Source: an optimization exercise on an open RTL-to-GDS flow (aim: small area, a short achievable clock period and few clock cycles per item). Production flows keep margins and buffers that such runs may drop.
At most, simulation tests tie the RTL to the original design; equivalence was not proved.
Function not checked in run 1: the RTL went through the layout flow alone.
No activity file was given, so power comes from the tool's default toggle rates.

==> flow/flow/run.sh <==
#!/bin/bash
export BUFFER_PORTS_ARGS="-buffer_cell sky130_fd_sc_hd__buf_1"
bash standard.sh > standard.log 2>&1
==> flow/standard.sh <==
#!/bin/bash
# synth_recipe.tcl (not shown) runs the flow's synth.tcl, then flattens the netlist and writes it again
# the make line also repeats each setting of config.mk as NAME=value (left out here)
make -C /OpenROAD-flow-scripts/flow DESIGN_CONFIG=/design/flow/config.mk WORK_HOME=/design/flow/orfs CLKGATE_MAP_FILE= SYNTH_SCRIPT=/design/flow/synth_recipe.tcl "${@:-finish}"
==> flow/config.mk <==
export PLATFORM = sky130hd
export DESIGN_NAME = div_unit
export DESIGN_NICKNAME = div_unit
export VERILOG_FILES = /design/flow/design.v
export SDC_FILE = /design/flow/constraint.sdc
export NUM_CORES = 4
export LEC_CHECK = 0
export ABC_AREA = 1
export CAP_MARGIN = 20
export CORE_MARGIN = 2
export CORE_UTILIZATION = 40
export CTS_BUF_LIST = sky130_fd_sc_hd__clkbuf_8 sky130_fd_sc_hd__clkbuf_16
export CTS_CLUSTER_SIZE = 30
export PLACE_DENSITY = 0.6
export SETUP_SLACK_MARGIN = 1.0
export SLEW_MARGIN = 20
==> flow/constraint.sdc <==
create_clock -name core_clock -period 5.5 [get_ports {clk}]
set_input_delay 1.1000 -clock core_clock [delete_from_list [all_inputs] [get_ports {clk}]]
set_output_delay 1.1000 -clock core_clock [all_outputs]
set_load 0.01 [all_outputs]
==> flow/design.v <==
package mem_types;
    localparam NUM_SETS = 32;
    localparam NUM_ISETS= 32;
    typedef struct packed {  
        logic [(31-($clog2(NUM_SETS)+5)):00] tag;
        logic [($clog2(NUM_SETS)-1):00] set_addr;
        logic [04:00] offset;
        logic   [31:0]  ufp_addr;
        logic   [3:0]   ufp_rmask;
        logic   [3:0]   ufp_wmask;
        logic   [31:0]  ufp_wdata;
    } cache_t;
    typedef struct packed {  
        logic [(31-($clog2(NUM_ISETS)+5)):00] tag;
        logic [($clog2(NUM_ISETS)-1):00] set_addr;
        logic [04:00] offset;
        logic   [31:0]  ufp_addr;
        logic   [3:0]   ufp_rmask;
        logic   [3:0]   ufp_wmask;
        logic   [31:0]  ufp_wdata;
    } icache_t;
endpackage : mem_types
package rv32i_types;
    localparam NUM_ARCH_REG = 32;
    localparam NUM_ROB_ENTRIES = 8;
    localparam NUM_PHYS_REG = NUM_ROB_ENTRIES+ 32;
    localparam PHYS_REG_IDX = $clog2(NUM_PHYS_REG) - 1;
    localparam ARCH_REG_IDX = $clog2(NUM_ARCH_REG) - 1;
    localparam NUM_RS_ENTRIES = 2;
    localparam ST_Q_ENTRIES = 2;  
    localparam LD_RS_ENTRIES = 2;  
    localparam BRANCH_PRED_M = 1;
    localparam NUM_ORDER = 10;
    typedef struct packed {
        logic valid;
        logic [63:0] order;
        logic [31:0] inst;
        logic [ARCH_REG_IDX:0] rs1_addr, rs2_addr, rd_addr;
        logic [31:0] rs1_rdata, rs2_rdata, rd_wdata;
        logic [31:0] pc_rdata;
        logic [31:0] pc_wdata;
        logic [31:0] mem_addr;
        logic [3:0] mem_rmask;
        logic [3:0] mem_wmask;
        logic [31:0] mem_rdata;
        logic [31:0] mem_wdata;
    } rvfi_t;
    typedef struct packed {
        logic [ARCH_REG_IDX:0] rd;
        logic [PHYS_REG_IDX:0] pd;
        logic valid;
        logic [$clog2(NUM_ROB_ENTRIES)-1:0] rob_entry_idx;
        logic [31:0] rs1_value, rs2_value, value;
        logic [6:0]  opcode;
        logic [31:0] pc;
        logic [31:0] calculated_pc_next;
        logic [31:0] mem_addr;
        logic [3:0]  mem_rmask;
        logic [3:0]  mem_wmask;
        logic [31:0]  mem_rdata;
        logic [31:0]  mem_wdata;
    } cdb_entry_t; 
    typedef struct packed {
        logic   [31:0]  inst;  
        logic   [31:0]  pc;
        logic   [31:0]  pc_next;  
        logic           valid;  
        logic   [PHYS_REG_IDX:0]   ps1_s, ps2_s, pd_s;
        logic   [ARCH_REG_IDX:0]  rd_s, rs1_s, rs2_s;
        logic   ps1_valid, ps2_valid;
        logic   [2:0]   funct3;
        logic   [6:0]   funct7;
        logic   [6:0]   opcode;
        logic   [31:0]  imm;
        logic   [63:0]  order;
        logic   [BRANCH_PRED_M - 1:0]   br_hist;
        logic           regf_we;
    } decode_rename_to_dispatch_t;  
    typedef struct packed {
        logic [PHYS_REG_IDX:0] pd;
        logic [ARCH_REG_IDX:0] rs1, rs2, rd;
        logic           write_en;  
    } decode_rename_to_RAT_t;  
    typedef struct packed {
        logic [PHYS_REG_IDX:0] ps1, ps2;
        logic ps1_valid, ps2_valid;
    } RAT_to_decode_rename_t;  
    typedef struct packed {
        logic [ARCH_REG_IDX:0] rd;
        logic [PHYS_REG_IDX:0] pd;
        logic [31:0] pc;
        logic [31:0] pc_next;
        logic [63:0] order;
        logic [6:0] opcode;
        logic [31:0] calculated_pc_next;
        logic   [BRANCH_PRED_M - 1:0]   br_hist;
    } dispatch_to_ROB_only_data_t;  
    typedef struct packed {
        dispatch_to_ROB_only_data_t dispatch_to_ROB_only_data;  
        rvfi_t rvfi;
        logic enqueue_rob;
    } dispatch_to_ROB_t;
    typedef struct packed {
        logic commit;
        dispatch_to_ROB_only_data_t dispatch_data;
        rvfi_t rvfi;
    } ROB_entry_t;
    typedef struct packed {
        logic [($clog2(NUM_ROB_ENTRIES)-1):0] rob_entry_idx;
        logic is_rob_full;
    } ROB_to_dispatch_t;  
    typedef struct packed {
        ROB_entry_t rob_entry;
        logic is_rob_empty;
    } ROB_to_RRF_t;
    typedef struct packed {
        logic dequeue;
    } RRF_to_ROB_t;
    typedef struct packed {
        logic ps1_valid, ps2_valid;
        logic [PHYS_REG_IDX:0] ps1, ps2, pd;
        logic [ARCH_REG_IDX:0] rd;
        logic [2:0] funct3;
        logic [6:0] funct7;
        logic [6:0] opcode;
        logic [31:0] imm;
        logic [$clog2(NUM_ROB_ENTRIES)-1:0] rob_entry_idx;
        logic [31:0] pc;
        logic valid;
    } dispatch_to_rs_t;
    typedef struct packed {
        logic ps1_valid, ps2_valid;
        logic [PHYS_REG_IDX:0] ps1, ps2, pd;
        logic [ARCH_REG_IDX:0] rd;
        logic [2:0] funct3;
        logic [6:0] opcode;
        logic [31:0] imm;
        logic [$clog2(NUM_ROB_ENTRIES)-1:0] rob_entry_idx;
        logic [31:0] pc;
        logic valid;
    } dispatch_to_lsq_t;
    typedef struct packed {
        logic ps1_valid, ps2_valid;
        logic [PHYS_REG_IDX:0] ps1, ps2, pd;
        logic [ARCH_REG_IDX:0] rd;
        logic [2:0] funct3;
        logic [6:0] funct7;
        logic [6:0] opcode;
        logic [31:0] imm;
        logic [$clog2(NUM_ROB_ENTRIES)-1:0] rob_entry_idx;
        logic [31:0] pc;
        logic valid;
    } rs_to_alu_t;
       typedef struct packed {
        logic ps1_valid, ps2_valid;
        logic [PHYS_REG_IDX:0] ps1, ps2, pd;
        logic [ARCH_REG_IDX:0] rd;
        logic [2:0] funct3;
        logic [6:0] funct7;
        logic [6:0] opcode;
        logic [31:0] imm;
        logic [$clog2(NUM_ROB_ENTRIES)-1:0] rob_entry_idx;
        logic [31:0] pc;
        logic valid;
    } rs_to_br_t;
    typedef struct packed {
        logic ps1_valid, ps2_valid;
        logic [PHYS_REG_IDX:0] ps1, ps2, pd;
        logic [ARCH_REG_IDX:0] rd;
        logic [2:0] funct3;
        logic [6:0] funct7;
        logic [6:0] opcode;
        logic [31:0] imm;
        logic [$clog2(NUM_ROB_ENTRIES)-1:0] rob_entry_idx;
        logic [31:0] pc;
        logic valid;
    } rs_to_mult_t;
    typedef struct packed {
        logic ps1_valid, ps2_valid;
        logic [PHYS_REG_IDX:0] ps1, ps2, pd;
        logic [ARCH_REG_IDX:0] rd;
        logic [2:0] funct3;
        logic [6:0] funct7;
        logic [6:0] opcode;
        logic [31:0] imm;
        logic [$clog2(NUM_ROB_ENTRIES)-1:0] rob_entry_idx;
        logic [31:0] pc;
        logic valid;
    } rs_to_div_t;
    typedef struct packed {
        logic [PHYS_REG_IDX:0] pd;
        logic [ARCH_REG_IDX:0] rd;
        logic [2:0] funct3;
        logic [6:0] opcode;
        logic [$clog2(NUM_ROB_ENTRIES)-1:0] rob_entry_idx;
        logic [31:0] pc;
        logic valid;
    } mult_pipe_t;
    typedef struct packed {
        rs_to_alu_t data;
        logic [NUM_ORDER:0] order;
    } ALU_RS_entry_t;
    typedef struct packed {
        rs_to_alu_t data;
        logic [NUM_ORDER:0] order;
    } MUL_RS_entry_t;
    typedef struct packed {
        rs_to_br_t data;
        logic [NUM_ORDER:0] order;
    } BR_RS_entry_t;
    typedef struct packed {
        dispatch_to_lsq_t data;
        logic valid;
    } lsq_entry_t;
    typedef struct packed {
       logic   [31:0]  inst;
       logic   [31:0]  pc;
       logic   [31:0]  pc_next;
       logic   [63:0]  order;
       logic           valid;  
    } fetch_to_queue;  
    typedef enum logic [6:0] {
        op_b_lui       = 7'b0110111,  
        op_b_auipc     = 7'b0010111,  
        op_b_jal       = 7'b1101111,  
        op_b_jalr      = 7'b1100111,  
        op_b_br        = 7'b1100011,  
        op_b_load      = 7'b0000011,  
        op_b_store     = 7'b0100011,  
        op_b_imm       = 7'b0010011,  
        op_b_reg       = 7'b0110011   
    } rv32i_opcode;
    typedef enum logic [6:0] {
        base           = 7'b0000000,
        variant        = 7'b0100000,
        mult           = 7'b0000001
    } funct7_t;
    typedef enum logic [2:0] {
        arith_f3_add   = 3'b000,  
        arith_f3_sll   = 3'b001,
        arith_f3_slt   = 3'b010,
        arith_f3_sltu  = 3'b011,
        arith_f3_xor   = 3'b100,
        arith_f3_sr    = 3'b101,  
        arith_f3_or    = 3'b110,
        arith_f3_and   = 3'b111
    } arith_f3_t;
    typedef enum logic [2:0] {
        load_f3_lb     = 3'b000,
        load_f3_lh     = 3'b001,
        load_f3_lw     = 3'b010,
        load_f3_lbu    = 3'b100,
        load_f3_lhu    = 3'b101
    } load_f3_t;
    typedef enum logic [2:0] {
        store_f3_sb    = 3'b000,
        store_f3_sh    = 3'b001,
        store_f3_sw    = 3'b010
    } store_f3_t;
    typedef enum logic [2:0] { 
        branch_f3_beq  = 3'b000,
        branch_f3_bne  = 3'b001,
        branch_f3_blt  = 3'b100,
        branch_f3_bge  = 3'b101,
        branch_f3_bltu = 3'b110,
        branch_f3_bgeu = 3'b111
    } branch_f3_t;
    typedef enum logic [2:0] {
        alu_op_add     = 3'b000,
        alu_op_sll     = 3'b001,
        alu_op_sra     = 3'b010,
        alu_op_sub     = 3'b011,
        alu_op_xor     = 3'b100,
        alu_op_srl     = 3'b101,
        alu_op_or      = 3'b110,
        alu_op_and     = 3'b111
    } alu_ops;
    typedef enum logic [2:0] {
        mul_op_mul      = 3'b000,
        mul_op_mulh     = 3'b001,
        mul_op_mulhsu   = 3'b010,
        mul_op_mulhu    = 3'b011,
        mul_op_div      = 3'b100,
        mul_op_divu     = 3'b101,
        mul_op_rem      = 3'b110,
        mul_op_remu     = 3'b111
    } mul_ops;
    typedef union packed {
        logic [31:0] word;
        struct packed {
            logic [11:0] i_imm;
            logic [4:0]  rs1;
            logic [2:0]  funct3;
            logic [4:0]  rd;
            rv32i_opcode opcode;
        } i_type;
        struct packed {
            logic [6:0]  funct7;
            logic [4:0]  rs2;
            logic [4:0]  rs1;
            logic [2:0]  funct3;
            logic [4:0]  rd;
            rv32i_opcode opcode;
        } r_type;
        struct packed {
            logic [11:5] imm_s_top;
            logic [4:0]  rs2;
            logic [4:0]  rs1;
            logic [2:0]  funct3;
            logic [4:0]  imm_s_bot;
            rv32i_opcode opcode;
        } s_type;
        struct packed {
            logic [11:5] imm_s_top;
            logic [4:0]  rs2;
            logic [4:0]  rs1;
            logic [2:0]  funct3;
            logic [4:0]  imm_s_bot;
            rv32i_opcode opcode;
        } b_type;
        struct packed {
            logic [31:12] imm;
            logic [4:0]   rd;
            rv32i_opcode  opcode;
        } j_type;
    } instr_t;
endpackage : rv32i_types
module div_unit
(
    input  logic        clk,
    input  logic        rst,
    input  logic        issue,           
    input  logic [2:0]  funct3,          
    input  logic [6:0]  opcode,
    input  logic [4:0]  rd,
    input  logic [5:0]  pd,
    input  logic [2:0]  rob_idx,
    input  logic [31:0] pc,
    input  logic [31:0] ps1_value,
    input  logic [31:0] ps2_value,
    output logic        ready,           
    input  logic        cdb_dequeue,     
    output logic        res_valid,
    output logic [4:0]  res_rd,
    output logic [5:0]  res_pd,
    output logic [2:0]  res_rob_idx,
    output logic [31:0] res_value,
    output logic [31:0] res_rs1_value,
    output logic [31:0] res_rs2_value,
    output logic [31:0] res_pc,
    output logic [31:0] res_pc_next,
    output logic [6:0]  res_opcode
);
function automatic logic [5:0] bitlen(input logic [31:0] x);
    bitlen = 6'd0;
    for (int i = 0; i < 32; i++)
        if (x[i]) bitlen = i + 1;
endfunction
function automatic logic [31:0] or_down(input logic [31:0] x);
    or_down = x;
    or_down = or_down | (or_down >> 1);
    or_down = or_down | (or_down >> 2);
    or_down = or_down | (or_down >> 4);
    or_down = or_down | (or_down >> 8);
    or_down = or_down | (or_down >> 16);
endfunction
function automatic logic [31:0] or_up(input logic [31:0] x);
    or_up = x << 1;
    or_up = or_up | (or_up << 1);
    or_up = or_up | (or_up << 2);
    or_up = or_up | (or_up << 4);
    or_up = or_up | (or_up << 8);
    or_up = or_up | (or_up << 16);
endfunction
logic s_idle, s_setup, s_iter, s_done;
logic [31:0] a_r, b_r, pc_r;
logic [6:0]  opcode_r;
logic [4:0]  rd_r;
logic [5:0]  pd_r;
logic [2:0]  rob_r;
logic        rem_r;       
logic        sa_r, sb_r;  
logic        quick_r;     
logic [5:0]  lb_r;        
logic [5:0]  n_r;         
logic [31:0] r_r;         
logic [31:0] q_r;         
logic        sgn_i, sa_i, sb_i, dbz_i, quick_i;
logic [31:0] ma_i, mb_i, pa_i;
assign sgn_i = ~funct3[0];
assign sa_i  = sgn_i & ps1_value[31];
assign sb_i  = sgn_i & ps2_value[31];
assign dbz_i = (ps2_value == 32'd0);
assign ma_i  = ps1_value ^ {32{sa_i}};
assign mb_i  = ps2_value ^ {32{sb_i}};
assign pa_i  = or_down(ma_i);
assign quick_i = dbz_i | (|(mb_i & ~(sa_i ? {pa_i[30:0], 1'b1} : pa_i)));
logic [31:0] fx_in, fx_out;
logic        fx_neg;
assign fx_in  = (s_setup | (quick_r & rem_r)) ? a_r : (rem_r ? r_r : q_r);
assign fx_neg = s_setup ? sa_r : (~quick_r & (rem_r ? sa_r : (sa_r ^ sb_r)));
assign fx_out = fx_in ^ ({32{fx_neg}} & or_up(fx_in));
logic [5:0]  n_diff, n_set;
assign n_diff = n_r - lb_r + 6'd1;
assign n_set  = n_diff[5] ? 6'd32 : {n_diff[5:1] + {4'd0, n_diff[0]}, 1'b0};
logic [31:0] rot1, rot2, rot3, rot, lowmask;
assign rot1    = n_set[1] ? {fx_out[1:0], fx_out[31:2]} : fx_out;
assign rot2    = n_set[2] ? {rot1[3:0],   rot1[31:4]}   : rot1;
assign rot3    = n_set[3] ? {rot2[7:0],   rot2[31:8]}   : rot2;
assign rot     = n_set[4] ? {rot3[15:0],  rot3[31:16]}  : rot3;
assign lowmask = 32'hffffffff >> n_set;
logic [35:0] r4, nb1, nb2, d1, d2, d3, cs_s, cs_c;
logic        c_b;
logic [1:0]  qdig;
logic [31:0] r_next;
assign c_b  = ~sb_r;
assign r4   = {2'b00, r_r, q_r[31:30]};
assign nb1  = {4'b1111, b_r ^ {32{c_b}}};
assign nb2  = {nb1[34:0], c_b};
assign d1   = r4 + nb1 + {35'd0, c_b};
assign d2   = r4 + nb2 + {35'd0, c_b};
assign cs_s = r4 ^ nb1 ^ nb2;
assign cs_c = {((r4[34:0] & nb1[34:0]) | (r4[34:0] & nb2[34:0]) | (nb1[34:0] & nb2[34:0])), c_b};
assign d3   = cs_s + cs_c + {35'd0, c_b};
always_comb begin
    if (!d3[35])      begin qdig = 2'd3; r_next = d3[31:0]; end
    else if (!d2[35]) begin qdig = 2'd2; r_next = d2[31:0]; end
    else if (!d1[35]) begin qdig = 2'd1; r_next = d1[31:0]; end
    else              begin qdig = 2'd0; r_next = r4[31:0]; end
end
assign ready     = s_idle | (s_done & cdb_dequeue);
assign res_valid = s_done;
always_ff @(posedge clk) begin
    if (rst) begin
        s_idle  <= 1'b1;
        s_setup <= 1'b0;
        s_iter  <= 1'b0;
        s_done  <= 1'b0;
    end else begin
        s_setup <= issue & ~quick_i;
        s_iter  <= s_setup | (s_iter & (n_r != 6'd2));
        s_done  <= (issue & quick_i) | (s_iter & (n_r == 6'd2)) | (s_done & ~cdb_dequeue);
        s_idle  <= (s_idle & ~issue) | (s_done & cdb_dequeue & ~issue);
    end
end
always_ff @(posedge clk) begin
    if (issue) begin
        a_r      <= ps1_value;
        b_r      <= ps2_value;
        pc_r     <= pc;
        opcode_r <= opcode;
        rd_r     <= rd;
        pd_r     <= pd;
        rob_r    <= rob_idx;
        rem_r    <= funct3[1];
        sa_r     <= sa_i;
        sb_r     <= sb_i;
        quick_r  <= quick_i;
        lb_r     <= bitlen(mb_i);
        n_r      <= bitlen(ma_i) + {5'd0, sa_i};
    end else if (s_setup) begin
        n_r      <= n_set;
    end else if (s_iter) begin
        n_r      <= n_r - 6'd2;
    end
end
always_ff @(posedge clk) begin
    if (issue) begin
        q_r <= {32{dbz_i}};
    end else if (s_setup) begin
        r_r <= rot & lowmask;
        q_r <= rot & ~lowmask;
    end else if (s_iter) begin
        r_r <= r_next;
        q_r <= {q_r[29:0], qdig};
    end
end
logic [31:0] pc_carry;
assign pc_carry = {~or_up(~{pc_r[31:2], 2'b11})};
assign res_rd        = rd_r;
assign res_pd        = pd_r;
assign res_rob_idx   = rob_r;
assign res_value     = fx_out;
assign res_rs1_value = a_r;
assign res_rs2_value = b_r;
assign res_pc        = pc_r;
assign res_pc_next   = {pc_r[31:2] ^ pc_carry[31:2], pc_r[1:0]};
assign res_opcode    = opcode_r;
endmodule
==> results of run 1 <==
-- Yosys cell counts, drive strengths merged, types with 2 or more instances --
| cell type | number | area, µm² |
|---|---|---|
| nand3b | 3 | 22.5 |
| o32ai | 3 | 26.3 |
| buf | 49 | 273 |
| xor2 | 135 | 1190 |
| nand2 | 558 | 2110 |
| o2111ai | 2 | 17.5 |
| nor4 | 11 | 68.8 |
| clkinv | 2 | 7.51 |
| nor3 | 22 | 110 |
| dfxtp | 4 | 80.1 |
| o21ai | 199 | 1020 |
| xnor2 | 101 | 885 |
| o221ai | 2 | 17.5 |
| a21o | 9 | 67.6 |
| ha | 113 | 1410 |
| edfxtp | 197 | 5920 |
| o211ai | 103 | 783 |
| fa | 35 | 701 |
| o21bai | 5 | 37.5 |
| nand3 | 216 | 1100 |
| nor3b | 2 | 15.0 |
| a211oi | 3 | 22.5 |
| a31oi | 20 | 125 |
| a21oi | 177 | 905 |
| o31ai | 9 | 72.6 |
| inv | 251 | 942 |
| a221o | 2 | 20.0 |
| or2 | 15 | 93.8 |
| a21boi | 9 | 67.6 |
| nand4 | 21 | 138 |
| o21a | 6 | 45.0 |
| clkbuf | 43 | 161 |
| mux2i | 6 | 60.1 |
| a221oi | 4 | 35.0 |
| a22oi | 2 | 15.0 |
| nor2 | 155 | 626 |
| o22ai | 2 | 12.5 |
-- worst max-delay path: stages (launching register included) --
cell      delay [ns]
edfxtp_1        0.37
buf_6           0.15
a21oi_4         0.40
buf_12          0.21
o211ai_1        0.25
o21ai_1         0.22
and2_1          0.20
nand3_1         0.10
inv_2           0.11
nand3_4         0.09
nor2_4          0.23
nand4_1         0.20
o21ai_2         0.25
xor2_2          0.25
buf_2           0.18
-- through the flow --
stage	cells	area [µm²]	hold WS (ns)	util
final	3512	23900	0.521	0.502
after floorplan	2502	19300	0.454	-
after global routing	3512	23900	0.539	0.502
after CTS	3463	22600	0.523	0.474
after global placement	3388	21200	0.502	0.445
after detailed placement	3388	21200	0.503	0.445
-- cells by family (layout without fill, tap and decap cells) --
| group | after synthesis | count (layout) | share of synthesized area |
|---|---|---|---|
| multiplexers | 6 | 6 | 0.00312 |
| AND/OR/NAND/NOR | 1006 | 1006 | 0.224 |
| AO/OA/AOI/OAI | 560 | 560 | 0.172 |
| flip-flops | 201 | 201 | 0.311 |
| XOR/XNOR | 236 | 236 | 0.108 |
| adder cells (fa/ha/maj) | 148 | 148 | 0.110 |
| buffers and inverters | 345 | 740 | 0.0719 |
-- final cells by class --
cell class	instances	area [µm²]	area share
clock inverter	13	106	0.00445
tap	615	769	0.0322
inverter	253	958	0.0401
multi-input combinational	1956	13100	0.547
timing repair buffer	451	2440	0.102
clock buffer	23	576	0.0241
sequential	201	6000	0.251
-- how the worst max path moves through the flow --
stage | from | to | slack (ns)
2_1_floorplan | sb_r$_DFFE_PP_ | r_r[30]$_DFFE_PP_ | 1.04
3_3_place_gp | sb_r$_DFFE_PP_ | r_r[30]$_DFFE_PP_ | 0.28
3_5_place_dp | sb_r$_DFFE_PP_ | r_r[30]$_DFFE_PP_ | 0.24
4_1_cts | rem_r$_DFFE_PP_ | res_value[31] | 0.72
5_1_grt | rem_r$_DFFE_PP_ | res_value[27] | 0.54
6_report | rem_r$_DFFE_PP_ | res_value[27] | 0.61
-- layer usage --
metal	GRT usage	wire [µm]	up-vias
met1	0.358	30800	9346
li1	-	-	9363
met4	0.109	3210	2
met3	0.0551	5340	153
met5	0	10	-
met2	0.507	36900	756
-- state kept, by name, indices dropped and copies added (netlist names) --
register,flops
pd_r,6
rob_r,3
opcode_r,7
pc_r,32
b_r,32
a_r,32
lb_r,6
sb_r,1
r_r,32
s_done,1
s_idle,1
s_iter,1
rd_r,5
rem_r,1
s_setup,1
quick_r,1
n_r,6
sa_r,1
q_r,32
-- power by group --
| group | internal, mW | leakage [nW] | switching (mW) |
|---|---|---|---|
| clock | 0.838 | 0.352 | 0.612 |
| combinational | 2.03 | 7.68 | 3.91 |
| sequential | 1.88 | 1.95 | 0.121 |
-- repair_timing --
item,CTS,global route
setup buffers,39,47
endpoints found under the hold margin,0,0
cloned,0,2
resized for setup,98,194
hold buffers,0,0
endpoints found under the setup margin,61,89
pin swaps,19,49
==> results.json, run 1 <==
{
  "nets": 3157,
  "wl_per_cell_um": 21.7,
  "power_mw": 9.39,
  "ir_drop_mv": 0.241,
  "setup_viol": 0,
  "cp-end-kind": "primary output",
  "die_x_um": 223,
  "finClkSkew_ns": 0.0252,
  "initial_utilization": 0.404,
  "maxCapViolations": 0,
  "final_cell_mix": "544 x nand2_1, 291 x buf_1, 240 x inv_1, 197 x edfxtp_1, 179 x nand3_1",
  "avgSynthCellArea_um2": 7.69,
  "vias_per_cell": 5.59,
  "synth_cells": 2502,
  "hold_end": "s_done$_SDFF_PP0_",
  "pin_count": 307,
  "cts_buffers": 22,
  "area_growth_pct": 24.3,
  "h-tree-depth": 1,
  "yosysUniqueCellTypes": 65,
  "drive_above_1_share": 0.136,
  "fillers": 4687,
  "worst_pin_slew_ns": 1.08,
  "max_freq_mhz": 205,
  "synthFlopType": "edfxtp_1",
  "final_common_cell": "nand2_1",
  "rsz0062_at_grt": "yes",
  "cts_root_buf": "clkbuf_16",
  "antenna_left": 0,
  "tns_ns": 0,
  "grt_pass1_vias": 18800,
  "post-route-drc-count": 0,
  "async_flop_share": 0,
  "rows": 80,
  "start_kind": "register",
  "finalCritPeriodShare": 0.889,
  "leakagePower_nw": 9.98,
  "grt_pass1_wl_mm": 110,
  "p_per_area_mw_per_mm2": 392,
  "min_period_ns": 4.89,
  "drtIter0Drc": 1646,
  "reg2reg_depth": 25,
  "cp_max_fo": 17,
  "gp_congestion": 0.990,
  "grtUsageTotal": 0.291,
  "maxSlewViolCount": 0,
  "finalHoldViolations": 0,
  "syn_nets": 2774,
  "path_class": "register to primary output",
  "outcome": "finished clean",
  "reg2reg_to": "q_r[31]$_DFFE_PP_",
  "cts_tree": "yes",
  "cts.sink_count": 201,
  "synth-edff-count": 197,
  "pre_cts_ws_ns": 0.236,
  "min-delay-start": "s_iter$_SDFF_PP0_",
  "coreArea_mm2": 0.0476,
  "dp_hpwl_mm": 61.4,
  "die_h_um": 223,
  "syn_area_mm2": 0.0192,
  "antenna_found_initial": 1,
  "setup_slack_ns": 0.613,
  "ys_warn_count": 1,
  "synth_seq_cells": 201,
  "clkTransAtPathRegs_ns": 0.06,
  "num_vias": 19600,
  "io_buffers": 305,
  "rrSetupSlack_ns": 0.68,
  "antenna_cells": 0,
  "first_pass_iters": 6,
  "holdPathStages": 2,
  "worstReg2RegStart": "rem_r$_DFFE_PP_",
  "insertion_delay_ns": 0.54,
  "die-area_mm2": 0.0499,
  "grt_start_max_net_pins": 73,
  "ys_seq_area_frac": 0.311,
  "relSlewSlack": 0.278,
  "routed_wl_mm": 76.3,
  "grt_overflow_total": 0,
  "critical_path_arrival_ns": 3.79,
  "required_ns": 4.40,
  "hp-class": "register to register",
  "ctsLongestPathBuffers": 3
}
==> run 2, diff against run 1 <==
--- a/flow/design.v
+++ b/flow/design.v
@@ -398,5 +398,5 @@
 logic [31:0] fx_in, fx_out;
 logic        fx_neg;
-assign fx_in  = (s_setup | (quick_r & rem_r)) ? a_r : (rem_r ? r_r : q_r);
+assign fx_in  = s_setup ? a_r : (rem_r ? r_r : q_r);
 assign fx_neg = s_setup ? sa_r : (~quick_r & (rem_r ? sa_r : (sa_r ^ sb_r)));
 assign fx_out = fx_in ^ ({32{fx_neg}} & or_up(fx_in));
@@ -467,4 +467,5 @@
 always_ff @(posedge clk) begin
     if (issue) begin
+        r_r <= ps1_value;
         q_r <= {32{dbz_i}};
     end else if (s_setup) begin
--- a/flow/config.mk
+++ b/flow/config.mk
@@ -10,7 +10,5 @@
 export CORE_MARGIN = 2
 export CORE_UTILIZATION = 40
-export CTS_BUF_LIST = sky130_fd_sc_hd__clkbuf_8 sky130_fd_sc_hd__clkbuf_16
-export CTS_CLUSTER_SIZE = 30
 export PLACE_DENSITY = 0.6
-export SETUP_SLACK_MARGIN = 1.0
+export SETUP_SLACK_MARGIN = 0.8
 export SLEW_MARGIN = 20
==> run 2 against run 1 <==
Net effect:
- still clean on timing, DRC and antenna
- non-clock buffer count is 83 lower
- worst hold slack worse by 0.042 ns
- sequential power is 23% higher
- count of clock-buffer cells in the layout is 5 higher
- cell count is 1.7% lower
- final area is 5.8% lower
- clock power is 9.7% higher
- clock skew is 0.011 ns higher
- register-to-register slack better by 0.35 ns
- core utilization is 3.1 points lower
- sequential cell count stayed put
- global-route usage is 0.90 points lower
- critical path type unchanged
- critical endpoint is now res_value[31]
- largest cell class unchanged
==> results.json, run 2 <==
{
  "num_vias": 19400,
  "die_x_um": 224,
  "max_freq_mhz": 220,
  "dp_hpwl_mm": 60.2,
  "maxSlewViolCount": 0,
  "fin_hold_ws_ns": 0.479,
  "setup_slack_ns": 0.952,
  "ir_drop_mv": 0.369,
  "synth_cells": 2514,
  "cts_tree": "yes",
  "grt_pass1_vias": 18400,
  "vias_per_cell": 5.61,
  "async_flop_share": 0,
  "worstReg2RegStart": "sb_r$_DFFE_PP_",
  "cts.sink_count": 201,
  "start_kind": "register",
  "yosys.area.top_type": "edfxtp_1",
  "use_met2": 0.482,
  "grt_pass1_wl_mm": 108,
  "coreArea_mm2": 0.0478,
  "wl_per_cell_um": 21.3,
  "relSlewSlack": 0.285,
  "crit_start": "rem_r$_DFFE_PP_",
  "required_ns": 4.40,
  "avgSynthCellArea_um2": 7.73,
  "yosysTopAreaCellShare": 0.305,
  "grt_util_met3": 0.0338,
  "hold_end": "s_iter$_SDFF_PP0_",
  "synth_fa_ha_area_frac": 0.109,
  "worstPathCellList": "buf_4 > buf_4 > or2_2 > o211ai_1 > o21ai_2 > nor2_2 > nand4_2 > nor2_8 > nand2_1 > o21ai_2 > nand2_2 > a21oi_2 > xnor2_2 > buf_1",
  "pin_count": 307,
  "ys_warn_count": 1,
  "slowest_stage": "edfxtp_1",
  "tns_ns": 0,
  "nets": 3091,
  "dp_cells": 3403,
  "drive_above_1_share": 0.0775,
  "path_class": "register to primary output",
  "syn_area_mm2": 0.0194,
  "stdcell_count": 3452,
  "synth.area.top_cells": "edfxtp_1 30%, nand2_1 12%, ha_1 7.3%, xor2_1 5.6%, a21oi_1 5.2%",
  "busiest_layer": "met2",
  "final_cell_mix": "602 x nand2_1, 303 x buf_1, 223 x inv_1, 198 x a21oi_1, 197 x edfxtp_1",
  "finalInstanceArea_mm2": 0.0225,
  "finClkSkew_ns": 0.0358,
  "cp_max_fo": 21,
  "synthFlopType": "edfxtp_1",
  "die-area_mm2": 0.0503,
  "reg2reg_to": "r_r[19]$_DFFE_PP_",
  "rows": 80,
  "cts_root_buf": "clkbuf_16",
  "grt_overflow_total": 0,
  "place_area_mm2": 0.0214,
  "maxCapViolations": 0,
  "fillers": 4775,
  "drtIter0Drc": 1650,
  "outcome": "finished clean",
  "antenna_cells": 0,
  "fin_util": 0.471,
  "grt_start_max_net_pins": 74,
  "hp-class": "register to register",
  "antenna_left": 0,
  "synth_top_family_by_area": "simple AND/OR/NAND/NOR gates",
  "min_period_ns": 4.55,
  "gp_congestion": 0.994,
  "synth_compound_area_frac": 0.182,
  "initial_utilization": 0.406,
  "synth_simple_gate_area_frac": 0.214,
  "setup_viol": 0,
  "worst_pin_slew_ns": 1.07,
  "syn_nets": 2786,
  "post-route-drc-count": 0,
  "area_growth_pct": 16.0,
  "antenna_found_initial": 0,
  "rrSetupSlack_ns": 1.03,
  "leakagePower_nw": 9.46,
  "io_buffers": 305,
  "ys_seq_area_frac": 0.309,
  "cp-end-kind": "primary output",
  "ctsLongestPathBuffers": 3,
  "muxShareOfSynthArea": 0.00927,
  "holdPathStages": 2,
  "synthXorXnorAreaFrac": 0.105,
  "synth-edff-count": 197,
  "insertion_delay_ns": 0.57,
  "power_mw": 14.4,
  "final_common_cell": "nand2_1",
  "pre_cts_ws_ns": 0.146,
  "die_h_um": 224,
  "crit_path_max_incr_delay_ns": 0.46,
  "finalCritPeriodShare": 0.827,
  "synth_most_common_cell": "nand2_1",
  "reg2reg_depth": 20,
  "routed_wl_mm": 73.6,
  "critical_path_arrival_ns": 3.45,
  "min-delay-start": "s_iter$_SDFF_PP0_",
  "synth.top_cells.by_count": "603 x nand2_1, 224 x inv_1, 203 x a21oi_1, 197 x edfxtp_1, 170 x o21ai_0",
  "finalHoldViolations": 0,
  "first_pass_iters": 5,
  "p_per_area_mw_per_mm2": 641,
  "grtUsageTotal": 0.282,
  "rsz0062_at_grt": "yes",
  "yosysUniqueCellTypes": 69,
  "h-tree-depth": 1,
  "met1_usage": 0.370,
  "synth_seq_cells": 201,
  "holdBufCountCts": 0,
  "clkTransAtPathRegs_ns": 0.06,
  "cts_buffers": 25
}
run 2: changes by cell type in the layout (fill, tap and decap cells not counted), sizes merged, moves of 13 or more:
cell / previous run / this run
nand3: 216 / 136
clkinv: 5 / 18
nor2: 155 / 142
o211ai: 103 / 46
a21oi: 177 / 205
o221ai: 2 / 21
nand2: 558 / 610
inv: 257 / 237
o21ai: 199 / 226
buf: 449 / 366
run 2: cell families after synthesis:
group / Yosys count
AO/OA/AOI/OAI: 601
XOR/XNOR: 232
adder cells (fa/ha/maj): 148
buffers and inverters: 334
flip-flops: 201
multiplexers: 18
AND/OR/NAND/NOR: 980
run 2: worst max path at each step:
stage	end	slack [ns]
after floorplan	r_r[30]$_DFFE_PP_	1.01
after global placement	r_r[30]$_DFFE_PP_	0.24
after detailed placement	r_r[13]$_DFFE_PP_	0.15
after CTS	r_r[30]$_DFFE_PP_	0.79
after global routing	r_r[30]$_DFFE_PP_	0.73
final	res_value[31]	0.95
run 2: final cells by class:
class,count,area (µm²),share of cell area
multi-input cells,1979,12400,0.549
flip-flops and latches,201,6000,0.266
repair buffers,368,1680,0.0745
inverters,244,935,0.0415
well taps,615,769,0.0341
clock buffers,28,637,0.0283
clock inverters,17,151,0.00672
run 2: repair_timing:
item / CTS / global route
endpoints found under the setup margin: 44 / 39
resized for setup: 21 / 48
buffers inserted: 4 / 0
pin swaps: 0 / 3
run 2: worst max-delay path, delay by kind of cell, from the launching register on:
family | cells | cell delay [ns]
xor+xnor | 1 | 0.17
simple gates | 6 | 1.06
buf+inv | 3 | 0.59
compound gates | 4 | 0.59
flops | 1 | 0.46
run 2: layer usage:
| layer | vias up | wire, µm |
|---|---|---|
| met4 | 0 | 2730 |
| met1 | 9134 | 30500 |
| met3 | 119 | 5630 |
| met2 | 815 | 34800 |
| li1 | 9289 | - |
| met5 | - | 0 |
run 2: power by group:
part	total (mW)	internal [mW]	switching (mW)
clock	1.59	0.927	0.660
sequential	2.47	2.04	0.430
combinational	10.4	3.62	6.76
Testbench counts of run 2, summed over its fixed seeds: cycles 17,896, ops 3,200.
==> run 3, diff against run 2 <==
--- a/flow/config.mk
+++ b/flow/config.mk
@@ -11,4 +11,4 @@
 export CORE_UTILIZATION = 40
 export PLACE_DENSITY = 0.6
-export SETUP_SLACK_MARGIN = 0.8
+export SETUP_SLACK_MARGIN = 1.2
 export SLEW_MARGIN = 20
==> run 3 against run 2 <==
Net effect:
- sequential cell count is the same
- non-clock buffer count grew 82
- combinational power grew 15%
- cell count grew 2.5%
- final area grew 8.1%
- synthesized area is the same
- sequential power is essentially flat
- sequential share of layout area shrank 2.0 points
==> results.json, run 3 <==
{
  "ys_seq_area_frac": 0.309,
  "drtIter0Drc": 1574,
  "tns_ns": 0,
  "synth_cells": 2514,
  "area_growth_pct": 25.4,
  "path_buf_inv": 3,
  "vias_per_cell": 5.70,
  "final_common_cell": "nand2_1",
  "synth.area.top_cells": "edfxtp_1 30%, nand2_1 12%, ha_1 7.3%, xor2_1 5.6%, a21oi_1 5.2%",
  "max_freq_mhz": 237,
  "crit_start": "rem_r$_DFFE_PP_",
  "holdBufCountCts": 0,
  "drive_above_1_share": 0.155,
  "io_buffers": 305,
  "die_h_um": 224,
  "cp-end-kind": "primary output",
  "fillers": 4621,
  "worst_pin_slew_ns": 1.05,
  "maxCapViolations": 0,
  "finalCritPeriodShare": 0.769,
  "h-tree-depth": 1,
  "syn_nets": 2786,
  "routed_wl_mm": 77.1,
  "post-route-drc-count": 0,
  "die_x_um": 224,
  "nets": 3175,
  "min_period_ns": 4.23,
  "p_per_area_mw_per_mm2": 663,
  "clkTransAtPathRegs_ns": 0.06,
  "cts_buffers": 26,
  "gp_congestion": 1.00,
  "grt_pass1_wl_mm": 110,
  "syn_area_mm2": 0.0194,
  "cp_max_fo": 7,
  "ir_drop_mv": 0.356,
  "leakagePower_nw": 10.1,
  "dp_hpwl_mm": 60.5,
  "async_flop_share": 0,
  "worstPathCellList": "buf_12 > buf_12 > nand2_2 > nand3_2 > o21ai_4 > nand2_2 > nor2_4 > nand4_4 > nor2_4 > nand2_4 > nor2_8 > nand3_2 > o21ai_1 > xor2_2 > buf_1",
  "grtUsageTotal": 0.287,
  "crit_path_max_incr_delay_ns": 0.41,
  "pin_count": 307,
  "finClkSkew_ns": 0.0383,
  "worstReg2RegStart": "sb_r$_DFFE_PP_",
  "fin_util": 0.509,
  "ys_warn_count": 1,
  "fin_hold_ws_ns": 0.482,
  "antenna_found_initial": 1,
  "synth_seq_cells": 201,
  "start_kind": "register",
  "die-area_mm2": 0.0503,
  "grt_pass1_vias": 18900,
  "cts.sink_count": 201,
  "rsz0062_at_grt": "yes",
  "synthFlopType": "edfxtp_1",
  "setup_viol": 0,
  "maxSlewViolCount": 0,
  "avgSynthCellArea_um2": 7.73,
  "synth_most_common_cell": "nand2_1",
  "slowest_stage": "edfxtp_1",
  "grt_overflow_total": 0,
  "min-delay-start": "s_iter$_SDFF_PP0_",
  "finalHoldViolations": 0,
  "relSlewSlack": 0.303,
  "hp-class": "register to register",
  "synth-edff-count": 197,
  "grt_start_max_net_pins": 81,
  "synth.top_cells.by_count": "603 x nand2_1, 224 x inv_1, 203 x a21oi_1, 197 x edfxtp_1, 170 x o21ai_0",
  "cts_root_buf": "clkbuf_16",
  "yosysTopAreaCellShare": 0.305,
  "final_cell_mix": "588 x nand2_1, 295 x buf_1, 218 x inv_1, 197 x edfxtp_1, 173 x a21oi_1",
  "register_area_mm2": 0.00600,
  "insertion_delay_ns": 0.57,
  "outcome": "finished clean",
  "path_class": "register to primary output",
  "cts_tree": "yes",
  "num_vias": 20200,
  "rows": 80,
  "antenna_left": 0,
  "first_pass_iters": 6,
  "multi_input_area_mm2": 0.0133,
  "yosys.area.top_type": "edfxtp_1",
  "ctsLongestPathBuffers": 3,
  "coreArea_mm2": 0.0478,
  "yosysUniqueCellTypes": 69,
  "required_ns": 4.40,
  "wl_per_cell_um": 21.8,
  "cp_top_family": "simple AND/OR/NAND/NOR gates",
  "initial_utilization": 0.406,
  "critical_path_arrival_ns": 3.13
}
-- run 3: cell counts after synthesis --
Identical to the previous run, type by type.
-- run 3: power breakdown --
| part | leakage (nW) | internal, mW | switching (mW) | total [mW] |
|---|---|---|---|---|
| clock network | 0.380 | 0.918 | 0.705 | 1.62 |
| logic | 7.77 | 4.62 | 7.42 | 12.0 |
| registers | 1.99 | 2.04 | 0.443 | 2.49 |
| total | 10.1 | 7.58 | 8.57 | 16.1 |
-- run 3: logic make-up (layout without fill, tap and decap cells) --
group                    count (synthesis)  in the layout  share of synthesized area
AND/OR/NAND/NOR                        980            981                      0.214
adder cells (fa/ha/maj)                148            148                      0.109
other                                    0              2                          0
XOR/XNOR                               232            232                      0.105
AO/OA/AOI/OAI                          601            601                      0.182
multiplexers                            18             18                    0.00927
buffers and inverters                  334            742                     0.0719
flip-flops                             201            201                      0.309
-- run 3: tightest hold or removal path: stages, from the launching register on --
cell,delay (ns)
dfxtp_1,0.32
nand2_1,0.07
a21oi_1,0.05
-- run 3: layer usage --
| metal | vias to the layer above | share of wire | GRT usage |
|---|---|---|---|
| li1 | 9482 | - | - |
| met1 | 9571 | 0.41 | 0.372 |
| met2 | 942 | 0.47 | 0.493 |
| met3 | 182 | 0.073 | 0.0342 |
| met4 | 0 | 0.045 | 0.105 |
| met5 | - | 0 | 0 |
-- run 3: cell type report --
cell class,count,share of cell area
tap,615,0.0316
clock buffer,30,0.0273
inverter,244,0.0389
timing repair buffer,450,0.105
antenna,2,0.000205
sequential,201,0.246
multi-input combinational,1980,0.546
clock inverter,18,0.00560
-- run 3: worst paths after layout --
path | endpoint | slack [ns] | depth (start not counted)
hold reg to reg | s_iter$_SDFF_PP0_ | 0.48 | 2
setup / recovery | res_value[30] | 1.27 | 15
setup reg to reg | r_r[21]$_DFFE_PP_ | 1.32 | 22
hold / removal | s_iter$_SDFF_PP0_ | 0.48 | 2
-- run 3: stage by stage --
stage / instances / setup WS [ns] / cell area [µm²] / power [mW]
2_1_floorplan: 2514 / 1.25 / 19500 / 9.39
3_3_place_gp: 3404 / 0.354 / 21400 / 12.3
3_5_place_dp: 3404 / 0.300 / 21400 / 12.4
4_1_cts: 3485 / 1.19 / 22900 / 14.5
5_1_grt: 3539 / 1.09 / 24400 / 17.3
6_report: 3540 / 1.27 / 24400 / 16.1
-- run 3: repair_timing --
action | in CTS | in global routing
resized for setup | 116 | 214
buffers inserted | 32 | 46
endpoints found under the hold margin | 0 | 0
gates cloned | 1 | 7
endpoints found under the setup margin | 73 | 71
pin swaps | 32 | 64
==> run 4, diff against run 3 <==
--- a/flow/config.mk
+++ b/flow/config.mk
@@ -11,4 +11,4 @@
 export CORE_UTILIZATION = 40
 export PLACE_DENSITY = 0.6
-export SETUP_SLACK_MARGIN = 1.2
+export SETUP_SLACK_MARGIN = 0.3
 export SLEW_MARGIN = 20
==> run 4 against run 3 <==
Net effect:
- still clean on timing, DRC and antenna
- worst hold slack worse by 0.0025 ns
- die area did not move
- wire length decreased by 4.8%
- register-to-register slack worse by 0.72 ns
- global-route usage shrank 0.52 points
- largest power group unchanged
==> results.json, run 4 <==
{
  "outcome": "finished clean",
  "antenna_found_initial": 0,
  "required_ns": 5.90,
  "insertion_delay_ns": 0.57,
  "cts_root_buf": "clkbuf_16",
  "p_seq_frac": 0.173,
  "vias_per_cell": 5.60,
  "p_sw_mw": 7.75,
  "leakagePower_nw": 9.36,
  "relSlewSlack": 0.291,
  "critical_path_arrival_ns": 5.31,
  "grt_overflow_total": 0,
  "maxSlewViolCount": 0,
  "use_met2": 0.482,
  "crit_start": "sb_r$_DFFE_PP_",
  "max_freq_mhz": 204,
  "area_growth_pct": 14.5,
  "worst_pin_slew_ns": 1.06,
  "slowest_stage": "xnor2_1",
  "avgSynthCellArea_um2": 7.73,
  "cts_buffers": 25,
  "yosysTopAreaCellShare": 0.305,
  "grt_pass1_wl_mm": 108,
  "initial_utilization": 0.406,
  "final_cell_mix": "602 x nand2_1, 304 x buf_1, 224 x inv_1, 202 x a21oi_1, 197 x edfxtp_1",
  "synthFlopType": "edfxtp_1",
  "worstReg2RegStart": "sb_r$_DFFE_PP_",
  "synth.area.top_cells": "edfxtp_1 30%, nand2_1 12%, ha_1 7.3%, xor2_1 5.6%, a21oi_1 5.2%",
  "pin_count": 307,
  "min-delay-start": "s_iter$_SDFF_PP0_",
  "synth_top_family_by_area": "simple AND/OR/NAND/NOR gates",
  "cp-end-kind": "register",
  "rsz0062_at_grt": "no",
  "grt_util_met3": 0.0350,
  "rrSetupSlack_ns": 0.60,
  "pwr-share-comb": 0.716,
  "syn_nets": 2786,
  "die_x_um": 224,
  "min_period_ns": 4.90,
  "synth-edff-count": 197,
  "syn_area_mm2": 0.0194,
  "fillers": 4806,
  "antenna_left": 0,
  "finClkSkew_ns": 0.0361,
  "cts_tree": "yes",
  "routed_wl_mm": 73.4,
  "path_class": "register to register",
  "wl_per_cell_um": 21.3,
  "synth_simple_gate_area_frac": 0.214,
  "maxCapViolations": 0,
  "synth.top_cells.by_count": "603 x nand2_1, 224 x inv_1, 203 x a21oi_1, 197 x edfxtp_1, 170 x o21ai_0",
  "hp-class": "register to register",
  "io_buffers": 305,
  "grt_start_max_net_pins": 74,
  "finalCritPeriodShare": 0.891,
  "synth_seq_cells": 201,
  "synth_compound_area_frac": 0.182,
  "p_clk_frac": 0.111,
  "yosys.area.top_type": "edfxtp_1",
  "finalHoldViolations": 0,
  "synth_most_common_cell": "nand2_1",
  "h-tree-depth": 1,
  "met1_usage": 0.369,
  "internal_power_mw": 6.51,
  "num_vias": 19300,
  "tns_ns": 0,
  "die_h_um": 224,
  "register_area_mm2": 0.00600,
  "switching_share": 0.543,
  "clkTransAtPathRegs_ns": 0.06,
  "synth_cells": 2514,
  "yosysUniqueCellTypes": 69,
  "dp_hpwl_mm": 60.2,
  "nets": 3089,
  "coreArea_mm2": 0.0478,
  "muxShareOfSynthArea": 0.00927,
  "grtUsageTotal": 0.282,
  "ctsLongestPathBuffers": 3,
  "multi_input_area_mm2": 0.0121,
  "post-route-drc-count": 0,
  "rows": 80,
  "die-area_mm2": 0.0503,
  "synthXorXnorAreaFrac": 0.105,
  "busiest_layer": "met2",
  "crit_path_max_incr_delay_ns": 0.68,
  "cts.sink_count": 201,
  "setup_viol": 0,
  "final_common_cell": "nand2_1",
  "cp_max_fo": 22,
  "ys_seq_area_frac": 0.309,
  "async_flop_share": 0,
  "first_pass_iters": 8,
  "synth_fa_ha_area_frac": 0.109,
  "ys_warn_count": 1,
  "ir_drop_mv": 0.359,
  "p_per_area_mw_per_mm2": 641,
  "worstPathCellList": "buf_4 > xnor2_1 > ha_1 > nand2_1 > nor2_1 > inv_1 > nor3_1 > a21oi_1 > buf_4 > inv_1 > a31oi_1 > o21ai_0 > nand2_1 > nand2_2 > buf_4 > o211ai_1 > a221oi_1 > a21oi_1 > nand2_1",
  "fin_hold_ws_ns": 0.480,
  "drtIter0Drc": 1706,
  "start_kind": "register",
  "drive_above_1_share": 0.0635,
  "grt_pass1_vias": 18400,
  "gp_congestion": 0.994
}
==> run 4: changes by cell type in the layout (fill, tap and decap cells not counted), moves of 12 or more <==
cell	before	now
o21ai_2	28	12
buf_4	120	57
o21ai_1	59	47
a21oi_1	173	202
a21oi_2	26	3
nand2_1	588	602
nand3_2	16	3
ha_1	88	113
nand3_1	118	133
ha_4	16	0
o21ai_0	131	167
nor2_1	118	131
==> run 4: worst paths after layout <==
check | cells past startpoint | end
hold / removal | 2 | s_iter$_SDFF_PP0_
setup / recovery | 19 | r_r[19]$_DFFE_PP_
setup reg to reg | 19 | r_r[19]$_DFFE_PP_
hold reg to reg | 2 | s_iter$_SDFF_PP0_
==> run 4: area by class of cell <==
type | count | share of cell area
Inverter | 244 | 0.0415
Antenna cell | 1 | 0.000112
Clock buffer | 28 | 0.0286
Tap cell | 615 | 0.0346
Sequential cell | 201 | 0.269
Timing Repair Buffer | 366 | 0.0745
Clock inverter | 17 | 0.00680
Multi-Input combinational cell | 1979 | 0.544
==> run 4: cell families (layout without fill, tap and decap cells) <==
logic type,Yosys count,count (layout)
AOI/OAI and AO/OA,601,601
and+or+nand+nor,980,980
muxes,18,18
DFF,201,201
adders and majority gates,148,148
other,0,1
buffers and inverters,334,655
xor gates and xnor gates,232,232
==> run 4: what timing repair did <==
| item | CTS | global route |
|---|---|---|
| hold buffers | 0 | 0 |
| gates resized for setup | 5 | 7 |
| cloned | 0 | 0 |
| buffers inserted | 2 | 0 |
| endpoints found under the hold margin | 0 | 0 |
| setup endpoints to repair | 13 | 8 |
==> run 4: routing by layer <==
metal | part of all wire | vias to the layer above
met3 | 0.076 | 115
met5 | 0 | -
met4 | 0.035 | 0
met1 | 0.42 | 9057
met2 | 0.47 | 850
li1 | - | 9297
==> run 4: per-stage QoR <==
step | area, µm² | power, mW | setup slack [ns] | utilization | instances
after floorplan | 19400 | 9.39 | 1.01 | - | 2514
after global placement | 21400 | 12.4 | 0.244 | 0.447 | 3403
after detailed placement | 21400 | 12.5 | 0.146 | 0.447 | 3403
after CTS | 22200 | 14.1 | 0.453 | 0.465 | 3450
after global routing | 22200 | 15.4 | 0.301 | 0.465 | 3450
final | 22200 | 14.3 | 0.600 | 0.465 | 3451
==> run 4: power groups by stage <==
stage	logic [mW]	clock network [mW]	registers, mW
after floorplan	7.07	0	2.32
after global placement	9.92	0	2.50
after detailed placement	10.0	0	2.50
after CTS	10.1	1.61	2.47
after global routing	11.2	1.68	2.49
final	10.2	1.59	2.47
==> run 4: worst max-delay path: cells and delay by family (launching register included) <==
family                     cells  cell delay [ns]
AOI/OAI and AO/OA              6             1.49
and+or+nand+nor                6             0.91
buffers and inverters          5             0.85
xor gates and xnor gates       1             0.68
DFF                            1             0.42
adders and majority gates      1             0.33
==> run 5, diff against run 4 <==
--- a/flow/config.mk
+++ b/flow/config.mk
@@ -11,4 +11,4 @@
 export CORE_UTILIZATION = 40
 export PLACE_DENSITY = 0.6
-export SETUP_SLACK_MARGIN = 0.3
+export SETUP_SLACK_MARGIN = 1.0
 export SLEW_MARGIN = 20
==> run 5 against run 4 <==
Net effect:
- clock power is essentially flat
- sequential share of layout area down 0.97 points
- register-to-register slack improved by 0.60 ns
- combinational power rose by 5%
- die area did not move
- clock skew down 0.0030 ns
- sequential power hardly changed
- largest power group unchanged
==> results.json, run 5 <==
{
  "clkTransAtPathRegs_ns": 0.06,
  "rows": 80,
  "fin_hold_ws_ns": 0.478,
  "setup_slack_ns": 1.11,
  "maxCapViolations": 0,
  "cts_root_buf": "clkbuf_16",
  "reg2reg_to": "r_r[12]$_DFFE_PP_",
  "min-delay-start": "s_iter$_SDFF_PP0_",
  "holdBufCountCts": 0,
  "max_freq_mhz": 228,
  "drive_above_1_share": 0.100,
  "ys_warn_count": 1,
  "register_area_mm2": 0.00600,
  "rrSetupSlack_ns": 1.20,
  "cts.sink_count": 201,
  "synth.top_cells.by_count": "603 x nand2_1, 224 x inv_1, 203 x a21oi_1, 197 x edfxtp_1, 170 x o21ai_0",
  "yosys.area.top_type": "edfxtp_1",
  "h-tree-depth": 1,
  "fillers": 4749,
  "hold_end": "s_iter$_SDFF_PP0_",
  "hp-class": "register to register",
  "io_buffers": 305,
  "dp_cells": 3403,
  "cp-end-kind": "primary output",
  "crit_path_max_incr_delay_ns": 0.50,
  "worst_pin_slew_ns": 1.08,
  "final_cell_mix": "600 x nand2_1, 300 x buf_1, 222 x inv_1, 197 x edfxtp_1, 196 x a21oi_1",
  "multi_input_area_mm2": 0.0127,
  "p_per_area_mw_per_mm2": 638,
  "synth_most_common_cell": "nand2_1",
  "antenna_cells": 0,
  "initial_utilization": 0.406,
  "critical_path_arrival_ns": 3.29,
  "reg2reg_depth": 19,
  "cts_tree": "yes",
  "gp_congestion": 0.994,
  "avgSynthCellArea_um2": 7.73,
  "wl_per_cell_um": 21.3,
  "die-area_mm2": 0.0503,
  "grt_pass1_wl_mm": 109,
  "routed_wl_mm": 74.2,
  "start_kind": "register",
  "antenna_left": 0,
  "finalHoldViolations": 0,
  "vias_per_cell": 5.59,
  "cts_buffers": 25,
  "finalCritPeriodShare": 0.799,
  "async_flop_share": 0,
  "setup_viol": 0,
  "pin_count": 307,
  "synth-edff-count": 197,
  "outcome": "finished clean",
  "drtIter0Drc": 1663,
  "final_common_cell": "nand2_1",
  "grt_pass1_vias": 18500,
  "insertion_delay_ns": 0.57,
  "ctsLongestPathBuffers": 3,
  "maxSlewViolCount": 0,
  "finClkSkew_ns": 0.0331,
  "num_vias": 19500,
  "grtUsageTotal": 0.283,
  "first_pass_iters": 8,
  "rsz0062_at_grt": "yes",
  "path_class": "register to primary output",
  "required_ns": 4.40,
  "slowest_stage": "edfxtp_1",
  "pre_cts_ws_ns": 0.146,
  "stdcell_count": 3479,
  "yosysTopAreaCellShare": 0.305,
  "synth_cells": 2514,
  "synth.area.top_cells": "edfxtp_1 30%, nand2_1 12%, ha_1 7.3%, xor2_1 5.6%, a21oi_1 5.2%",
  "coreArea_mm2": 0.0478,
  "synthFlopType": "edfxtp_1",
  "finalInstanceArea_mm2": 0.0231,
  "post-route-drc-count": 0,
  "area_growth_pct": 18.8,
  "worstPathCellList": "buf_6 > buf_4 > nand2_1 > nand3_2 > o21ai_4 > nand2_2 > nor2_4 > nand4_4 > nor2_4 > nand2_4 > nor2_8 > nand2_4 > o21ai_4 > nand2_2 > a21oi_4 > xnor2_2 > buf_2",
  "holdPathStages": 2,
  "ir_drop_mv": 0.320,
  "syn_nets": 2786,
  "synth_seq_cells": 201,
  "die_x_um": 224,
  "nets": 3118,
  "yosysUniqueCellTypes": 69,
  "die_h_um": 224,
  "leakagePower_nw": 9.69,
  "grt_overflow_total": 0,
  "place_area_mm2": 0.0214,
  "antenna_found_initial": 0,
  "syn_area_mm2": 0.0194,
  "ys_seq_area_frac": 0.309,
  "dp_hpwl_mm": 60.2,
  "grt_start_max_net_pins": 74,
  "tns_ns": 0,
  "worstReg2RegStart": "sb_r$_DFFE_PP_",
  "min_period_ns": 4.39,
  "relSlewSlack": 0.281,
  "cp_max_fo": 6
}
## run 5: cell counts after synthesis
Identical to the previous run, type by type.
## run 5: per-stage QoR
step | power [mW] | utilization
4_1_cts | 14.3 | 0.470
3_5_place_dp | 12.5 | 0.447
6_report | 14.7 | 0.482
5_1_grt | 15.9 | 0.482
2_1_floorplan | 9.39 | -
3_3_place_gp | 12.4 | 0.447
## run 5: cell families (layout without fill, tap and decap cells)
group	count (synthesis)	count (layout)	synth area share
AND/OR/NAND/NOR	980	980	0.214
multiplexers	18	18	0.00927
AO/OA/AOI/OAI	601	601	0.182
flip-flops	201	201	0.309
adder cells (fa/ha/maj)	148	148	0.109
XOR/XNOR	232	232	0.105
buffers and inverters	334	684	0.0719
## run 5: how the worst max path moves through the flow
stage	startpoint	slack, ns	to	cells past startpoint
2_1_floorplan	sb_r$_DFFE_PP_	1.01	r_r[30]$_DFFE_PP_	26
3_3_place_gp	sb_r$_DFFE_PP_	0.24	r_r[30]$_DFFE_PP_	24
3_5_place_dp	sb_r$_DFFE_PP_	0.15	r_r[13]$_DFFE_PP_	22
4_1_cts	sb_r$_DFFE_PP_	1.00	r_r[24]$_DFFE_PP_	22
5_1_grt	sb_r$_DFFE_PP_	0.93	r_r[30]$_DFFE_PP_	25
6_report	rem_r$_DFFE_PP_	1.11	res_value[31]	17
## run 5: worst max-delay path, delay by kind of cell (launching register included)
kind,cells,cell delay [ns]
xor+xnor,1,0.14
simple gates,10,1.15
flops,1,0.50
buf+inv,3,0.48
compound gates,3,0.44
## run 5: routing by layer
metal,wire length [µm],up-vias,track usage
li1,-,9351,-
met3,5810,134,0.0333
met1,30500,9135,0.371
met4,2900,0,0.0961
met2,34900,842,0.485
met5,0,-,0
## run 5: where the power goes
group / internal, mW / total (mW) / switching [mW]
clock: 0.927 / 1.59 / 0.661
combinational: 3.77 / 10.7 / 6.88
sequential: 2.04 / 2.48 / 0.434
total: 6.74 / 14.7 / 7.98
## run 5: final cells by class
type | instances | area share
clock buffer | 28 | 0.0276
clock inverter | 17 | 0.00656
inverter | 244 | 0.0407
multi-input combinational | 1979 | 0.550
sequential | 201 | 0.260
tap | 615 | 0.0333
timing repair buffer | 395 | 0.0824
## run 5: timing repair
action / 4_1_cts / 5_1_grt
pin swaps: 5 / 23
endpoints found under the setup margin: 57 / 76
resized for setup: 50 / 92
buffers inserted: 9 / 22
==> run 6, diff against run 5 <==
--- a/flow/config.mk
+++ b/flow/config.mk
@@ -10,4 +10,5 @@
 export CORE_MARGIN = 2
 export CORE_UTILIZATION = 40
+export CTS_BUF_LIST = sky130_fd_sc_hd__clkbuf_4 sky130_fd_sc_hd__clkbuf_8
 export PLACE_DENSITY = 0.6
 export SETUP_SLACK_MARGIN = 1.0
==> run 6 against run 5 <==
Net effect:
- register-to-register slack about the same
- wire length up 1.1%
- clock power up 4%
- die area unchanged
- synthesized area unchanged
- critical path type unchanged
==> results.json, run 6 <==
{
  "routed-wl-met3_mm": 5.99,
  "cts.sink_count": 201,
  "fin_hold_ws_ns": 0.478,
  "finalCritPeriodShare": 0.801,
  "path_class": "register to primary output",
  "die_x_um": 224,
  "grt_overflow_total": 0,
  "finalHoldViolations": 0,
  "syn_area_mm2": 0.0194,
  "min-delay-start": "s_iter$_SDFF_PP0_",
  "max_freq_mhz": 227,
  "async_flop_share": 0,
  "vias_per_cell": 5.60,
  "synth.area.top_cells": "edfxtp_1 30%, nand2_1 12%, ha_1 7.3%, xor2_1 5.6%, a21oi_1 5.2%",
  "num_vias": 19700,
  "holdPathStages": 2,
  "io_buffers": 305,
  "synth-edff-count": 197,
  "grt_start_max_net_pins": 74,
  "area_growth_pct": 20.2,
  "synth.top_cells.by_count": "603 x nand2_1, 224 x inv_1, 203 x a21oi_1, 197 x edfxtp_1, 170 x o21ai_0",
  "required_ns": 4.40,
  "crit_start": "rem_r$_DFFE_PP_",
  "die_h_um": 224,
  "cts_tree": "yes",
  "final_cell_mix": "598 x nand2_1, 299 x buf_1, 222 x inv_1, 197 x edfxtp_1, 196 x a21oi_1",
  "met1_length_mm": 31.0,
  "syn_nets": 2786,
  "dp_cells": 3403,
  "insertion_delay_ns": 0.63,
  "leakagePower_nw": 9.85,
  "fin_util": 0.488,
  "antenna_found_initial": 0,
  "rsz0062_at_grt": "yes",
  "antenna_left": 0,
  "p_per_area_mw_per_mm2": 636,
  "ys_warn_count": 1,
  "synth_seq_cells": 201,
  "finClkSkew_ns": 0.0536,
  "met2_length_mm": 34.9,
  "ctsLongestPathBuffers": 3,
  "yosysTopAreaCellShare": 0.305,
  "start_kind": "register",
  "coreArea_mm2": 0.0478,
  "dr.max_layer_used": "met4",
  "antenna_cells": 0,
  "rrSetupSlack_ns": 1.20,
  "ir_drop_mv": 0.316,
  "first_pass_iters": 6,
  "nets": 3147,
  "grt_pass1_vias": 18700,
  "h-tree-depth": 2,
  "min_period_ns": 4.40,
  "post-route-drc-count": 0,
  "pin_count": 307,
  "hold_end": "s_iter$_SDFF_PP0_",
  "wl_per_cell_um": 21.3,
  "cts_buffers": 39,
  "clkTransAtPathRegs_ns": 0.07,
  "reg2reg_depth": 22,
  "hp-class": "register to register",
  "die-area_mm2": 0.0503,
  "yosys.area.top_type": "edfxtp_1",
  "power_mw": 14.9,
  "grtUsageTotal": 0.286,
  "maxSlewViolCount": 0,
  "drive_above_1_share": 0.117,
  "worstReg2RegStart": "sb_r$_DFFE_PP_",
  "gp_congestion": 0.994,
  "tns_ns": 0,
  "cp_max_fo": 10,
  "fillers": 4740,
  "synth_most_common_cell": "nand2_1",
  "setup_viol": 0,
  "relSlewSlack": 0.282,
  "drtIter0Drc": 1688,
  "final_common_cell": "nand2_1",
  "stdcell_count": 3519,
  "ys_seq_area_frac": 0.309,
  "initial_utilization": 0.406,
  "synthFlopType": "edfxtp_1",
  "avgSynthCellArea_um2": 7.73,
  "reg2reg_to": "r_r[24]$_DFFE_PP_",
  "yosysUniqueCellTypes": 69,
  "maxCapViolations": 0,
  "routed_wl_mm": 75.0,
  "dp_hpwl_mm": 60.2,
  "cp-end-kind": "primary output",
  "outcome": "finished clean",
  "rows": 80,
  "cts_root_buf": "clkbuf_8",
  "worst_pin_slew_ns": 1.08,
  "grt_pass1_wl_mm": 109,
  "critical_path_arrival_ns": 3.30,
  "synth_cells": 2514
}
-- run 6: changes by cell type in the layout (fill, tap and decap cells not counted), sizes merged --
| cell | delta |
|---|---|
| bufinv | +1 |
| clkbuf | +25 |
| buf | +14 |
| inv | +1 |
| clkinv | -2 |
| clkinvlp | +1 |
-- run 6: cell families (layout without fill, tap and decap cells) --
logic type	after synthesis	in the layout	share of synthesized area
and+or+nand+nor	980	980	0.214
AOI/OAI and AO/OA	601	601	0.182
buffers and inverters	334	724	0.0719
xor gates and xnor gates	232	232	0.105
DFF	201	201	0.309
adders and majority gates	148	148	0.109
muxes	18	18	0.00927
-- run 6: per-layer routing --
| metal | global-route usage | up-vias |
|---|---|---|
| met1 | 0.367 | 9250 |
| met4 | 0.113 | 0 |
| met3 | 0.0427 | 157 |
| met5 | 0 | - |
| met2 | 0.485 | 872 |
| li1 | - | 9415 |
-- run 6: how the worst max path moves through the flow --
stage / to / slack (ns) / cells after the start
after global placement: r_r[30]$_DFFE_PP_ / 0.24 / 24
after floorplan: r_r[30]$_DFFE_PP_ / 1.01 / 26
after global routing: r_r[30]$_DFFE_PP_ / 0.92 / 27
final: res_value[31] / 1.10 / 13
after CTS: res_value[28] / 1.00 / 13
after detailed placement: r_r[13]$_DFFE_PP_ / 0.15 / 22
-- run 6: layout make-up --
cell class / count / area (µm²) / area share
Clock inverter: 18 / 205 / 0.00878
Multi-Input combinational cell: 1979 / 12700 / 0.545
Timing Repair Buffer: 410 / 2070 / 0.0885
Clock buffer: 52 / 647 / 0.0277
Sequential cell: 201 / 6000 / 0.257
Tap cell: 615 / 769 / 0.0329
Inverter: 244 / 942 / 0.0403
-- run 6: critical path, stage by stage (launching register included) --
cell       delay (ns)
edfxtp_1         0.51
buf_6            0.22
buf_4            0.17
clkbuf_16        0.15
o21ai_0          0.08
o21ai_1          0.33
nand4_4          0.19
nor2_8           0.21
nand2_4          0.07
o21ai_4          0.18
nand2_2          0.10
a21oi_4          0.14
xnor2_2          0.14
buf_2            0.16
-- run 6: where the power goes --
part | internal [mW] | total (mW) | switching, mW
sequential | 2.04 | 2.48 | 0.440
combinational | 3.82 | 10.7 | 6.91
clock | 0.925 | 1.65 | 0.723
-- run 6: per-stage QoR --
| stage | instance area (µm²) | setup WS (ns) |
|---|---|---|
| after floorplan | 19400 | 1.01 |
| after global placement | 21400 | 0.244 |
| after detailed placement | 21400 | 0.146 |
| after CTS | 22600 | 1.00 |
| after global routing | 23400 | 0.916 |
| final | 23400 | 1.10 |
-- run 6: timing repair --
item / in CTS / in global routing
endpoints found under the setup margin: 58 / 80
buffers inserted: 12 / 32
hold endpoints to repair: 0 / 0
resized for setup: 58 / 105
hold buffers: 0 / 0
pin swaps: 7 / 34
gates cloned: 0 / 2

==> port drivers added, routing unchanged <==
The results above use ideal ports. As a check the final layouts listed here were re-extracted and re-timed, cells and wires unchanged.
Step 1 assumes that a clkbuf_16 drives the clock port and a buf_2 every other input.
Step 2 moves the port delays by t, midway between the first and last clock arrival at a register: inputs arrive t later, outputs are due t later. That takes back most of the time a late clock gives input paths.
Slacks: ideal / step 1 / step 2; pairs: ideal / step 1.
| run | t (ns) | setup slack, ns | clock arrival spread, ns | worst register clock-pin slew, ns |
|---|---|---|---|---|
| run 1 | 0.582 | 0.613 / 0.560 / 0.678 | 0.025 / 0.026 | 0.06 / 0.06 |
| run 2 | 0.601 | 0.952 / 0.899 / 0.636 | 0.036 / 0.036 | 0.06 / 0.06 |
| run 3 | 0.607 | 1.273 / 1.217 / 0.953 | 0.039 / 0.039 | 0.07 / 0.07 |
| run 4 | 0.600 | 0.600 / 0.574 / 0.456 | 0.036 / 0.036 | 0.06 / 0.06 |
| run 5 | 0.605 | 1.106 / 1.054 / 0.761 | 0.033 / 0.033 | 0.06 / 0.06 |
| run 6 | 0.652 | 1.096 / 1.048 / 0.754 | 0.057 / 0.056 | 0.08 / 0.08 |
After both steps every run listed still meets setup and hold. For run 5, which loses most, drivers alone change the setup slack by -0.052 ns; drivers and shift together by -0.345 ns.
